Context: an optimization exercise on an open-source flow, tuned for small area and a short achievable clock period. The choices shown serve that exercise and are no tape-out recipe.
Function not checked in this run: the RTL went through the layout flow alone.
The clock input has no modelled driver; a real chip could not lean on it and would need a root buffer or a full tree.

## flow/config.mk

```make
export PLATFORM = sky130hd
export DESIGN_NAME = uart_circle_area
export DESIGN_NICKNAME = uart_circle_area
export VERILOG_FILES = /design/flow/design.v
export SDC_FILE = /design/flow/constraint.sdc
export NUM_CORES = 4
export LEC_CHECK = 0
export ABC_AREA = 1
export CAP_MARGIN = 20
export CORE_MARGIN = 2
export CORE_UTILIZATION = 70
export PLACE_DENSITY = 0.85
export SLEW_MARGIN = 20
export SYNTH_HIERARCHICAL = 1
```

## flow/constraint.sdc

```tcl
create_clock -name core_clock -period 24.0 [get_ports {clock}]
set_input_delay 4.8000 -clock core_clock [delete_from_list [all_inputs] [get_ports {clock}]]
set_output_delay 4.8000 -clock core_clock [all_outputs]
set_load 0.01 [all_outputs]
```

## flow/design.v

```verilog
module uart_circle_area (
  input         clock,
  input         reset,
  input         rx_i,
  output [7:0]  rx_data,
  output [31:0] area_o,
  output reg    rx_data_valid,
  output reg    rx_error
);
  localparam IDLE = 4'b0000, CHECK_STOP = 4'b0001, ERROR = 4'b0010;
  reg [3:0]  state;
  reg [7:0]  shift;
  reg [17:0] acc;
  reg [1:0]  vgn;
  wire       in_data = state[3];
  wire [2:0] cnt     = state[2:0];
  wire       in_cs   = (state == CHECK_STOP);
  wire       in_idle = (state == IDLE);
  always @(posedge clock) begin
    if (reset) begin
      state <= IDLE;
      shift <= 8'd0;
      rx_data_valid <= 1'b0;
      vgn <= 2'b11;
      rx_error <= 1'b0;
    end else begin
      rx_error <= (state == ERROR);
      rx_data_valid <= in_cs ? rx_i : (in_idle & rx_data_valid);
      vgn[0] <= in_cs ? ~rx_i : (~in_idle | vgn[0]);
      vgn[1] <= in_cs ? ~rx_i : (~in_idle | vgn[1]);
      if (in_data) begin
        shift <= {rx_i, shift[7:1]};
        state <= (cnt == 3'd7) ? CHECK_STOP : state + 4'd1;
      end else if (in_cs) begin
        state <= rx_i ? IDLE : ERROR;
      end else if (in_idle) begin
        if (!rx_i) state <= 4'b1000;
      end else begin
        if (rx_i) state <= IDLE;
      end
    end
  end
  wire [7:0] mask = {cnt != 3'd0, cnt > 3'd1, cnt > 3'd2, cnt > 3'd3,
                     cnt > 3'd4, cnt > 3'd5, cnt > 3'd6, 1'b0};
  wire [7:0] sp   = shift & mask;
  wire [6:0] ahi  = (cnt == 3'd0) ? 7'd0 : acc[17:11];
  wire [8:0] sum;
  wire [8:2] sc;
  assign sum[0] = ahi[0];
  assign sum[1] = ahi[1] ^ sp[1];
  assign sc[2]  = ahi[1] & sp[1];
  genvar gi;
  generate
    for (gi = 2; gi < 7; gi = gi + 1) begin : g_sadd
      kmul_fa u_fa (.a(ahi[gi]), .b(sp[gi]), .ci(sc[gi]), .s(sum[gi]), .co(sc[gi+1]));
    end
  endgenerate
  assign sum[7] = ~(sp[7] ^ sc[7]);
  assign sum[8] = sp[7] | sc[7];
  wire [17:0] area;
  wire [15:0] s = acc[17:2];
  wire s1 = s[12] ^ s[8];
  wire c2 = s[12] & s[8];
  wire s3 = s[13] ^ s[9];
  wire c4 = s[13] & s[9];
  wire s5, c6;
  kmul_fa u_s5 (.a(s[14]), .b(s[10]), .ci(s[7]), .s(s5), .co(c6));
  wire s7, c8;
  kmul_fa u_s7 (.a(s[15]), .b(s[11]), .ci(s[8]), .s(s7), .co(c8));
  wire s9 = s[12] ^ s[9];
  wire c10 = s[12] & s[9];
  wire s11 = s[13] ^ s[10];
  wire c12 = s[13] & s[10];
  wire s13 = s[14] ^ s[11];
  wire c14 = s[14] & s[11];
  wire s15 = s[15] ^ s[12];
  wire c16 = s[15] & s[12];
  wire s17 = s[15] ^ s[4];
  wire c18 = s[15] & s[4];
  wire s19 = s[7] ^ s[3];
  wire c20 = s[7] & s[3];
  wire s21 = s[8] ^ s[4];
  wire c22 = s[8] & s[4];
  wire s23, c24;
  kmul_fa u_s23 (.a(s[9]), .b(s[5]), .ci(s[2]), .s(s23), .co(c24));
  wire s25, c26;
  kmul_fa u_s25 (.a(s[10]), .b(s[6]), .ci(s[3]), .s(s25), .co(c26));
  wire s27, c28;
  kmul_fa u_s27 (.a(s[11]), .b(s[7]), .ci(s[4]), .s(s27), .co(c28));
  wire s29, c30;
  kmul_fa u_s29 (.a(s[5]), .b(s[0]), .ci(s1), .s(s29), .co(c30));
  wire s31, c32;
  kmul_fa u_s31 (.a(s[6]), .b(s3), .ci(c2), .s(s31), .co(c32));
  wire s33, c34;
  kmul_fa u_s33 (.a(s[2]), .b(s5), .ci(c4), .s(s33), .co(c34));
  wire s35, c36;
  kmul_fa u_s35 (.a(s[3]), .b(s7), .ci(c6), .s(s35), .co(c36));
  wire s37, c38;
  kmul_fa u_s37 (.a(s[4]), .b(s9), .ci(c8), .s(s37), .co(c38));
  wire s39, c40;
  kmul_fa u_s39 (.a(s[5]), .b(s11), .ci(c10), .s(s39), .co(c40));
  wire s41, c42;
  kmul_fa u_s41 (.a(s[6]), .b(s13), .ci(c12), .s(s41), .co(c42));
  wire s43, c44;
  kmul_fa u_s43 (.a(s[7]), .b(s15), .ci(c14), .s(s43), .co(c44));
  wire s45, c46;
  kmul_fa u_s45 (.a(s[13]), .b(s[8]), .ci(c16), .s(s45), .co(c46));
  wire s47 = s[14] ^ s[9];
  wire c48 = s[14] & s[9];
  wire s49 = s[15] ^ s[10];
  wire c50 = s[15] & s[10];
  wire s51 = s[13] ^ s[2];
  wire c52 = s[13] & s[2];
  wire s53 = s[12] ^ s[14];
  wire c54 = ~s[12] & s[14];
  wire s55, c56;
  kmul_fa u_s55 (.a(~s[13]), .b(s[0]), .ci(s17), .s(s55), .co(c56));
  wire s57, c58;
  kmul_fa u_s57 (.a(~s[14]), .b(s[5]), .ci(c18), .s(s57), .co(c58));
  wire s59, c60;
  kmul_fa u_s59 (.a(~s[15]), .b(s[6]), .ci(s[2]), .s(s59), .co(c60));
  wire s61, c62;
  kmul_fa u_s61 (.a(1'b1), .b(s[0]), .ci(s19), .s(s61), .co(c62));
  wire s63, c64;
  kmul_fa u_s63 (.a(1'b1), .b(s21), .ci(c20), .s(s63), .co(c64));
  wire s65, c66;
  kmul_fa u_s65 (.a(1'b1), .b(s23), .ci(c22), .s(s65), .co(c66));
  wire s67, c68;
  kmul_fa u_s67 (.a(~s[0]), .b(s25), .ci(c24), .s(s67), .co(c68));
  wire s69, c70;
  kmul_fa u_s69 (.a(1'b1), .b(s27), .ci(c26), .s(s69), .co(c70));
  wire s71, c72;
  kmul_fa u_s71 (.a(~s[2]), .b(s29), .ci(c28), .s(s71), .co(c72));
  wire s73, c74;
  kmul_fa u_s73 (.a(~s[3]), .b(s31), .ci(c30), .s(s73), .co(c74));
  wire s75, c76;
  kmul_fa u_s75 (.a(~s[4]), .b(s33), .ci(c32), .s(s75), .co(c76));
  wire s77, c78;
  kmul_fa u_s77 (.a(~s[5]), .b(s35), .ci(c34), .s(s77), .co(c78));
  wire s79, c80;
  kmul_fa u_s79 (.a(~s[6]), .b(s37), .ci(c36), .s(s79), .co(c80));
  wire s81, c82;
  kmul_fa u_s81 (.a(~s[7]), .b(s39), .ci(c38), .s(s81), .co(c82));
  wire s83, c84;
  kmul_fa u_s83 (.a(~s[8]), .b(s41), .ci(c40), .s(s83), .co(c84));
  wire s85, c86;
  kmul_fa u_s85 (.a(~s[9]), .b(s43), .ci(c42), .s(s85), .co(c86));
  wire s87, c88;
  kmul_fa u_s87 (.a(~s[10]), .b(s45), .ci(c44), .s(s87), .co(c88));
  wire s89, c90;
  kmul_fa u_s89 (.a(~s[11]), .b(s47), .ci(c46), .s(s89), .co(c90));
  wire s91, c92;
  kmul_fa u_s91 (.a(~s[12]), .b(s49), .ci(c48), .s(s91), .co(c92));
  wire s93, c94;
  kmul_fa u_s93 (.a(~s[13]), .b(s[11]), .ci(c50), .s(s93), .co(c94));
  wire s95 = s[14] ^ s[12];
  wire c96 = ~s[14] & s[12];
  wire s97 = s[15] ^ s[13];
  wire c98 = ~s[15] & s[13];
  wire p99 = s53 ^ c52;
  wire g100 = ~s53 & c52;
  wire p101 = s55 ^ c54;
  wire g102 = s55 & c54;
  wire p103 = s57 ^ c56;
  wire g104 = s57 & c56;
  wire p105 = s59 ^ c58;
  wire g106 = s59 & c58;
  wire p107 = s61 ^ c60;
  wire g108 = s61 & c60;
  wire p109 = s63 ^ c62;
  wire g110 = s63 & c62;
  wire p111 = s65 ^ c64;
  wire g112 = s65 & c64;
  wire p113 = s67 ^ c66;
  wire g114 = s67 & c66;
  wire p115 = s69 ^ c68;
  wire g116 = s69 & c68;
  wire p117 = s71 ^ c70;
  wire g118 = s71 & c70;
  wire p119 = s73 ^ c72;
  wire g120 = s73 & c72;
  wire p121 = s75 ^ c74;
  wire g122 = s75 & c74;
  wire p123 = s77 ^ c76;
  wire g124 = s77 & c76;
  wire p125 = s79 ^ c78;
  wire g126 = s79 & c78;
  wire p127 = s81 ^ c80;
  wire g128 = s81 & c80;
  wire p129 = s83 ^ c82;
  wire g130 = s83 & c82;
  wire p131 = s85 ^ c84;
  wire g132 = s85 & c84;
  wire p133 = s87 ^ c86;
  wire g134 = s87 & c86;
  wire p135 = s89 ^ c88;
  wire g136 = s89 & c88;
  wire p137 = s91 ^ c90;
  wire g138 = s91 & c90;
  wire p139 = s93 ^ c92;
  wire g140 = s93 & c92;
  wire p141 = s95 ^ c94;
  wire g142 = ~s95 & c94;
  wire p143 = s97 ^ c96;
  wire g144 = ~s97 & c96;
  wire p145 = s[14] ^ c98;
  wire g146 = ~s[14] & c98;
  wire p147 = s[15] ^ s[14];
  wire g148 = ~s[15] & s[14];
  wire G149 = ~s[10] & ~s[9];
  wire G150 = s51 | (~s51 & G149);
  wire G151 = g100 | (~p99 & G150);
  wire G152 = g102 | (p101 & G151);
  wire G153 = g104 | (p103 & G152);
  wire G154 = g106 | (p105 & G153);
  wire G155 = g108 | (p107 & G154);
  wire G156 = g110 | (p109 & G155);
  wire G157 = g112 | (p111 & G156);
  wire G158 = g114 | (p113 & G157);
  wire G159 = g116 | (p115 & G158);
  wire G160 = g118 | (p117 & G159);
  wire G161 = g120 | (p119 & G160);
  wire G162 = g122 | (p121 & G161);
  wire G163 = g126 | (p125 & g124);
  wire P164 = p125 & p123;
  wire G165 = g130 | (p129 & g128);
  wire P166 = p129 & p127;
  wire G167 = g134 | (p133 & g132);
  wire P168 = p133 & p131;
  wire G169 = g138 | (p137 & g136);
  wire P170 = p137 & p135;
  wire G171 = g142 | (~p141 & g140);
  wire P172 = ~p141 & p139;
  wire G173 = g146 | (~p145 & g144);
  wire P174 = ~p145 & ~p143;
  wire G175 = G163 | (P164 & G162);
  wire G176 = G167 | (P168 & G165);
  wire P177 = P168 & P166;
  wire G178 = G171 | (P172 & G169);
  wire P179 = P172 & P170;
  wire G180 = G176 | (P177 & G175);
  wire G181 = G178 | (P179 & G180);
  wire G182 = G165 | (P166 & G175);
  wire G183 = G169 | (P170 & G180);
  wire G184 = G173 | (P174 & G181);
  wire G185 = g124 | (p123 & G162);
  wire G186 = g128 | (p127 & G175);
  wire G187 = g132 | (p131 & G182);
  wire G188 = g136 | (p135 & G180);
  wire G189 = g140 | (p139 & G183);
  wire G190 = g144 | (~p143 & G181);
  wire G191 = g148 | (~p147 & G184);
  wire x192 = p113 ^ G157;
  wire x193 = p115 ^ G158;
  wire x194 = p117 ^ G159;
  wire x195 = p119 ^ G160;
  wire x196 = p121 ^ G161;
  wire x197 = p123 ^ G162;
  wire x198 = p125 ^ G185;
  wire x199 = p127 ^ G175;
  wire x200 = p129 ^ G186;
  wire x201 = p131 ^ G182;
  wire x202 = p133 ^ G187;
  wire x203 = p135 ^ G180;
  wire x204 = p137 ^ G188;
  wire x205 = p139 ^ G183;
  wire x206 = ~p141 ^ G189;
  wire x207 = ~p143 ^ G181;
  wire x208 = ~p145 ^ G190;
  wire x209 = ~p147 ^ G184;
  assign area = {x209, x208, x207, x206, x205, x204, x203, x202, x201, x200, x199, x198, x197, x196, x195, x194, x193, x192};
  wire [17:0] keep = in_cs ? ~area : acc;
  wire [8:0]  hi0  = in_data ? {2'b00, ahi} : keep[17:9];
  wire [8:0]  lo   = in_data ? acc[10:2] : keep[8:0];
  wire        take = in_data & rx_i;
  always @(posedge clock)
    acc <= {take ? sum : hi0, lo};
  assign rx_data = shift;
  assign area_o  = {14'd0, ~(acc | {{6{~rx_data_valid}}, {6{vgn[1]}}, {6{vgn[0]}}})};
endmodule
module kmul_fa(input a, input b, input ci, output s, output co);
  assign s  = a ^ b ^ ci;
  assign co = (a & b) | (a & ci) | (b & ci);
endmodule
```

## flow/flow/run.sh

```bash
#!/bin/bash
# The standard layout (the standard.sh: unchanged synthesis and steps) with
# these differences:
# - the port buffers that global placement puts on every input and output are
#   sky130_fd_sc_hd__buf_1 instead of the resizer's pick;
# - the tie-low cell that synthesis makes is not split into one cell per load
#   (SKIP_REPAIR_TIE_FANOUT), so the constant outputs share it;
# - after CTS, nbuf.tcl replaces the clock tree by 3 clkbuf_8 buffers, each fed
#   by the clock port and driving one placement cluster of the 34 flip-flops;
#   then the standard steps go on from global routing. The buffers are alike
#   and so are their loads, so all flip-flops see about the same clock arrival.
cp standard.sh standard.sh.txt
export BUFFER_PORTS_ARGS="-buffer_cell sky130_fd_sc_hd__buf_1"
export CTS_ARGS="-sink_clustering_enable -repair_clock_nets -buf_list sky130_fd_sc_hd__clkbuf_8 -root_buf sky130_fd_sc_hd__clkbuf_8 -dont_use_dummy_load"
export SKIP_REPAIR_TIE_FANOUT=1
bash standard.sh cts > standard_cts.log 2>&1
RES_DIR=orfs/results/sky130hd/uart_circle_area/base CLK_NET=clock NBUF=3 CLKBUF=sky130_fd_sc_hd__clkbuf_8 \
  openroad -no_init -exit flow/nbuf.tcl > nbuf.log 2>&1
bash standard.sh > standard.log 2>&1
```

## flow/flow/nbuf.tcl

```tcl
# Replace the clock tree that CTS built by NBUF clock buffers (CLKBUF), each
# driven straight from the clock port and driving one cluster of flip-flop
# clock pins (k-means on the pin positions). Reads and rewrites the CTS result.
set res $::env(RES_DIR)
set nbuf $::env(NBUF)
read_db $res/4_1_cts.odb
set db [ord::get_db]
set block [ord::get_db_block]
set clk [$block findNet $::env(CLK_NET)]
set bufs {}
set nets {}
set sinks {}
proc walk {net} {
  global bufs nets sinks
  foreach it [$net getITerms] {
    if {[$it getIoType] != "INPUT"} { continue }
    set inst [$it getInst]
    set m [[$inst getMaster] getName]
    if {[string match "sky130_fd_sc_hd__clkbuf_*" $m]} {
      lappend bufs $inst
      set on [[$inst findITerm X] getNet]
      if {$on ne "NULL"} { lappend nets $on; walk $on }
    } else {
      lappend sinks $it
    }
  }
}
walk $clk
puts "nbuf: [llength $bufs] tree buffers, [llength $sinks] sinks"
set px {}; set py {}
foreach it $sinks {
  set b [[$it getInst] getBBox]
  lappend px [expr {([$b xMin] + [$b xMax]) / 2}]
  lappend py [expr {([$b yMin] + [$b yMax]) / 2}]
}
set n [llength $sinks]
# k-means, seeded by sinks spread along x
set order [lsort -integer -indices $px]
set cx {}; set cy {}
for {set k 0} {$k < $nbuf} {incr k} {
  set i [lindex $order [expr {int(($k + 0.5) * $n / $nbuf)}]]
  lappend cx [lindex $px $i]; lappend cy [lindex $py $i]
}
for {set iter 0} {$iter < 20} {incr iter} {
  set asg {}
  for {set i 0} {$i < $n} {incr i} {
    set best 0; set bd -1
    for {set k 0} {$k < $nbuf} {incr k} {
      set d [expr {abs([lindex $px $i] - [lindex $cx $k]) + abs([lindex $py $i] - [lindex $cy $k])}]
      if {$bd < 0 || $d < $bd} { set bd $d; set best $k }
    }
    lappend asg $best
  }
  for {set k 0} {$k < $nbuf} {incr k} {
    set sx 0; set sy 0; set c 0
    for {set i 0} {$i < $n} {incr i} {
      if {[lindex $asg $i] == $k} { incr sx [lindex $px $i]; incr sy [lindex $py $i]; incr c }
    }
    if {$c > 0} { lset cx $k [expr {$sx / $c}]; lset cy $k [expr {$sy / $c}] }
  }
}
foreach it $sinks { $it disconnect }
foreach b $bufs {
  foreach it [$b getITerms] { $it disconnect }
  odb::dbInst_destroy $b
}
foreach nn $nets { odb::dbNet_destroy $nn }
set master [$db findMaster $::env(CLKBUF)]
for {set k 0} {$k < $nbuf} {incr k} {
  set inst [odb::dbInst_create $block $master clkbuf_${k}_clock]
  set onet [odb::dbNet_create $block clknet_${k}_clock]
  $onet setSigType CLOCK
  [$inst findITerm A] connect $clk
  [$inst findITerm X] connect $onet
  set c 0
  for {set i 0} {$i < $n} {incr i} {
    if {[lindex $asg $i] == $k} { [lindex $sinks $i] connect $onet; incr c }
  }
  $inst setLocation [lindex $cx $k] [lindex $cy $k]
  $inst setPlacementStatus PLACED
  $inst setSourceType TIMING
  puts "nbuf: buffer $k at [lindex $cx $k] [lindex $cy $k] drives $c flip-flops"
}
detailed_placement
check_placement
write_db $res/4_1_cts.odb
write_db $res/4_cts.odb
```

## flow/standard.sh

```bash
#!/bin/bash
# synth_recipe.tcl (not shown) runs the flow's synth.tcl, then flattens the netlist and writes it again
# the make line also repeats each setting of config.mk as NAME=value (left out here)
make -C /OpenROAD-flow-scripts/flow DESIGN_CONFIG=/design/flow/config.mk WORK_HOME=/design/flow/orfs CLKGATE_MAP_FILE= SYNTH_SCRIPT=/design/flow/synth_recipe.tcl "${@:-finish}"
```

==> flow_metrics.py <==
metrics = {
    "worst_setup_path": {
        "slowest_stage": "edfxtp_1",
        "cpMostUsedCell": "nand2_1",
        "path_class": "reg -> reg",
        "rr_startpoint": "acc[6]$_DFFE_PP_",
        "crit_required_ns": 23.86,
        "crit_fanout": 6,
        "crit_path_start_kind": "flip-flop",
        "ff2ff_path_depth": 28,
        "worst_r2r_endpoint": "acc[16]$_DFFE_PP_",
        "crit_path_end_kind": "flip-flop",
        "slowest_delay_ns": 0.55,
        "r2r_slack_ns": 18.14,
        "arrival_ns": 5.71,
    },
    "logic_synthesis": {
        "netlist_instances": 392,
        "synth_area_leaders": "fa_1 (28%), edfxtp_1 (15%), ha_1 (15%)",
        "synthMuxAreaShare": 0,
        "synth.avg_cell_area_um2": 9.231,
        "ys_seq_elements": 34,
        "synth_top_area_cell": "fa_1",
        "synth-seq-area-share": 0.2379,
        "ys_types": 34,
        "synth-adder-area-share": 0.4219,
        "yosysMostFrequentCell": "nand2_1",
        "synth.cell_area_um2": 3618,
        "synth_common_cells": "nand2_1 (59), inv_1 (57), fa_1 (50)",
        "synth_edf_count": 18,
        "syn_nets": 487,
        "synth_compound_area_frac": 0.08645,
        "yosys_warnings": 7,
        "synth_top_family_by_area": "adder cells",
        "synth-xor-area-share": 0.01210,
        "synthArstFlopShare": 0,
        "synth_simple_gate_area_frac": 0.1335,
        "synth_top_flop_cell": "edfxtp_1",
        "synth_top_area_frac": 0.2766,
    },
    "floorplanning": {
        "die_y_um": 75.90,
        "fp.dieW_um": 75.90,
        "fp-row-count": 26,
        "core_area_um2": 5042,
        "die_area_um2": 5760,
        "initial_core_util": 0.7176,
        "boundaryPins": 45,
    },
    "placed_design": {
        "dp_hpwl_mm": 5.851,
        "place_congestion": 0.9257,
        "post-place-ws_ns": 18.13,
        "dp.cells": 472,
        "port_buffers": 30,
        "postPlaceCellArea_um2": 3686,
    },
    "detailed_routing": {
        "vias": 2595,
        "drtIter0Drc": 124,
        "viasPerCell": 5.463,
        "drc": 0,
        "routedWlPerCell_um": 15.21,
        "firstDrtPassIters": 5,
        "drt_wl_total_mm": 7.226,
        "antenna_left": 0,
    },
    "sta": {
        "rsz0062_at_grt": "false",
        "fin_crit_sh": 0.2440,
        "hold_ws_ns": 0.5051,
        "min_period_ns": 5.857,
        "fmax_mhz": 170.7,
        "max_slew_margin": 0.3827,
        "fin_setup_tns_ns": 0,
        "setup-violations-final": 0,
        "setup_slack_ns": 18.14,
        "hold_viol_final": 0,
        "worstMarginPinSlew_ns": 0.9247,
        "fin_worst_skew_ns": 0.007333,
        "slew_violations": 0,
    },
    "global_route": {
        "grt_pass1_wl_mm": 12.01,
        "grt_pass1_vias": 2627,
        "grt_max_degree": 29,
        "overflow": 0,
        "antenna_found_initial": 0,
        "grt_usage": 0.2816,
    },
    "worst_hold_path": {
        "min_from": "shift[5]$_SDFFE_PP0P_",
        "min_to": "shift[4]$_SDFFE_PP0P_",
        "whs_path_depth": 2,
        "hold_path.class": "reg -> reg",
    },
    "layout": {
        "nets": 502,
        "stdcell_area_um2": 3727,
        "syn2layout_area_growth_pct": 3.008,
        "drive_gt1_frac": 0.05432,
        "final_cells": 475,
        "diodes": 0,
    },
    "run": {
        "maxCapViolCount": 0,
    },
    "cts": {
        "cts_resized": 0,
        "clk_pin_slew_ns": 0.08,
        "clk_latency_ns": 0.14,
        "hold_buffers": 0,
        "cts_sinks": 34,
        "cts_setup_buffers": 0,
    },
    "status": {
        "status": "complete, no violations",
    },
}
modules after synthesis (local to each module, per instance):
module	cell area [µm²]	times used	cells inside	flops+latches
kmul_fa	20.02	39	1	0
uart_circle_area	2838	1	353	34
placed cells by master (no fill, tap or decap), drive strengths merged, types with 2 or more instances in the layout:
cell type	instances
o22ai	4
dfxtp	16
inv	66
edfxtp	18
xor2	3
a21oi	21
nand3	7
buf	30
clkbuf	3
a31oi	3
xnor2	2
fa	50
nand2	61
or2	4
o21ai	23
conb	2
ha	42
o211ai	2
nor2	39
registers in the layout, indices dropped and copies added, names as in the netlist:
register	flops
rx_error	1
vgn	2
state	4
shift	8
acc	18
rx_data_valid	1
how the worst max path moves through the flow:
stage | from | endpoint | slack (ns) | cells past startpoint
after floorplan | acc[8]$_DFFE_PP_ | area_o[8] | 18.47 | 1
after global placement | rx_i | acc[14]$_DFFE_PP_ | 18.21 | 5
after detailed placement | rx_i | acc[14]$_DFFE_PP_ | 18.13 | 5
after CTS | acc[8]$_DFFE_PP_ | area_o[8] | 18.00 | 2
after global routing | acc[17]$_DFFE_PP_ | acc[16]$_DFFE_PP_ | 17.78 | 28
final | acc[6]$_DFFE_PP_ | acc[16]$_DFFE_PP_ | 18.14 | 28
per-layer routing:
metal	vias up	part of all wire	GRT usage
li1	1260	-	-
met1	1241	0.42	0.3689
met2	82	0.52	0.4895
met3	12	0.048	0.03439
met4	0	0.013	0.08772
met5	-	0	0
cells by family after synthesis:
logic type / Yosys count
DFF: 34
other: 2
adders and majority gates: 92
and+or+nand+nor: 115
buffers and inverters: 87
xor gates and xnor gates: 5
AOI/OAI and AO/OA: 57
final cells by class:
class | count | area (µm²)
flip-flops and latches | 34 | 860.8
inverters | 67 | 251.5
repair buffers | 30 | 112.6
fillers | 356 | 1315
well taps | 70 | 87.58
clock buffers | 3 | 41.29
multi-input cells | 271 | 2374
metrics by stage:
stage	utilization
CTS	0.7447
floorplan	-
global placement	0.7310
detailed placement	0.7310
finish	0.7392
global route	0.7392
critical path, delay by kind of cell, from the launching register on:
family | cells | cell delay (ns)
buffers and inverters | 1 | 0.05
and+or+nand+nor | 14 | 0.89
AOI/OAI and AO/OA | 3 | 0.40
DFF | 1 | 0.55
adders and majority gates | 9 | 3.50
xor gates and xnor gates | 1 | 0.19

-- afterwards: timing with drivers on the ports --
The flow's constraints put no driver on any port. The routed layout listed below was extracted and timed again, unchanged, in two steps. Step 1 (the two cells are an assumption about what drives the block):
set clk [get_ports {clock}]
set_driving_cell -lib_cell sky130_fd_sc_hd__clkbuf_16 $clk
set_driving_cell -lib_cell sky130_fd_sc_hd__buf_2 [delete_from_list [all_inputs] $clk]
Step 2, shift: input delay + t, output delay - t, t = (earliest + latest rising clock arrival at the registers) / 2. This alone moves slack from input paths to output paths. Slacks: ideal / step 1 / step 2; pairs: ideal / step 1.
t (ns): 0.186
setup slack, ns: 18.143 / 18.118 / 18.119
worst data-port slew with drivers (ns): 0.03
cell pins on the clock port's net: 3
After both steps setup and hold are still met in this run. For this run, drivers alone change the setup slack by -0.025 ns; drivers and shift together by -0.024 ns.
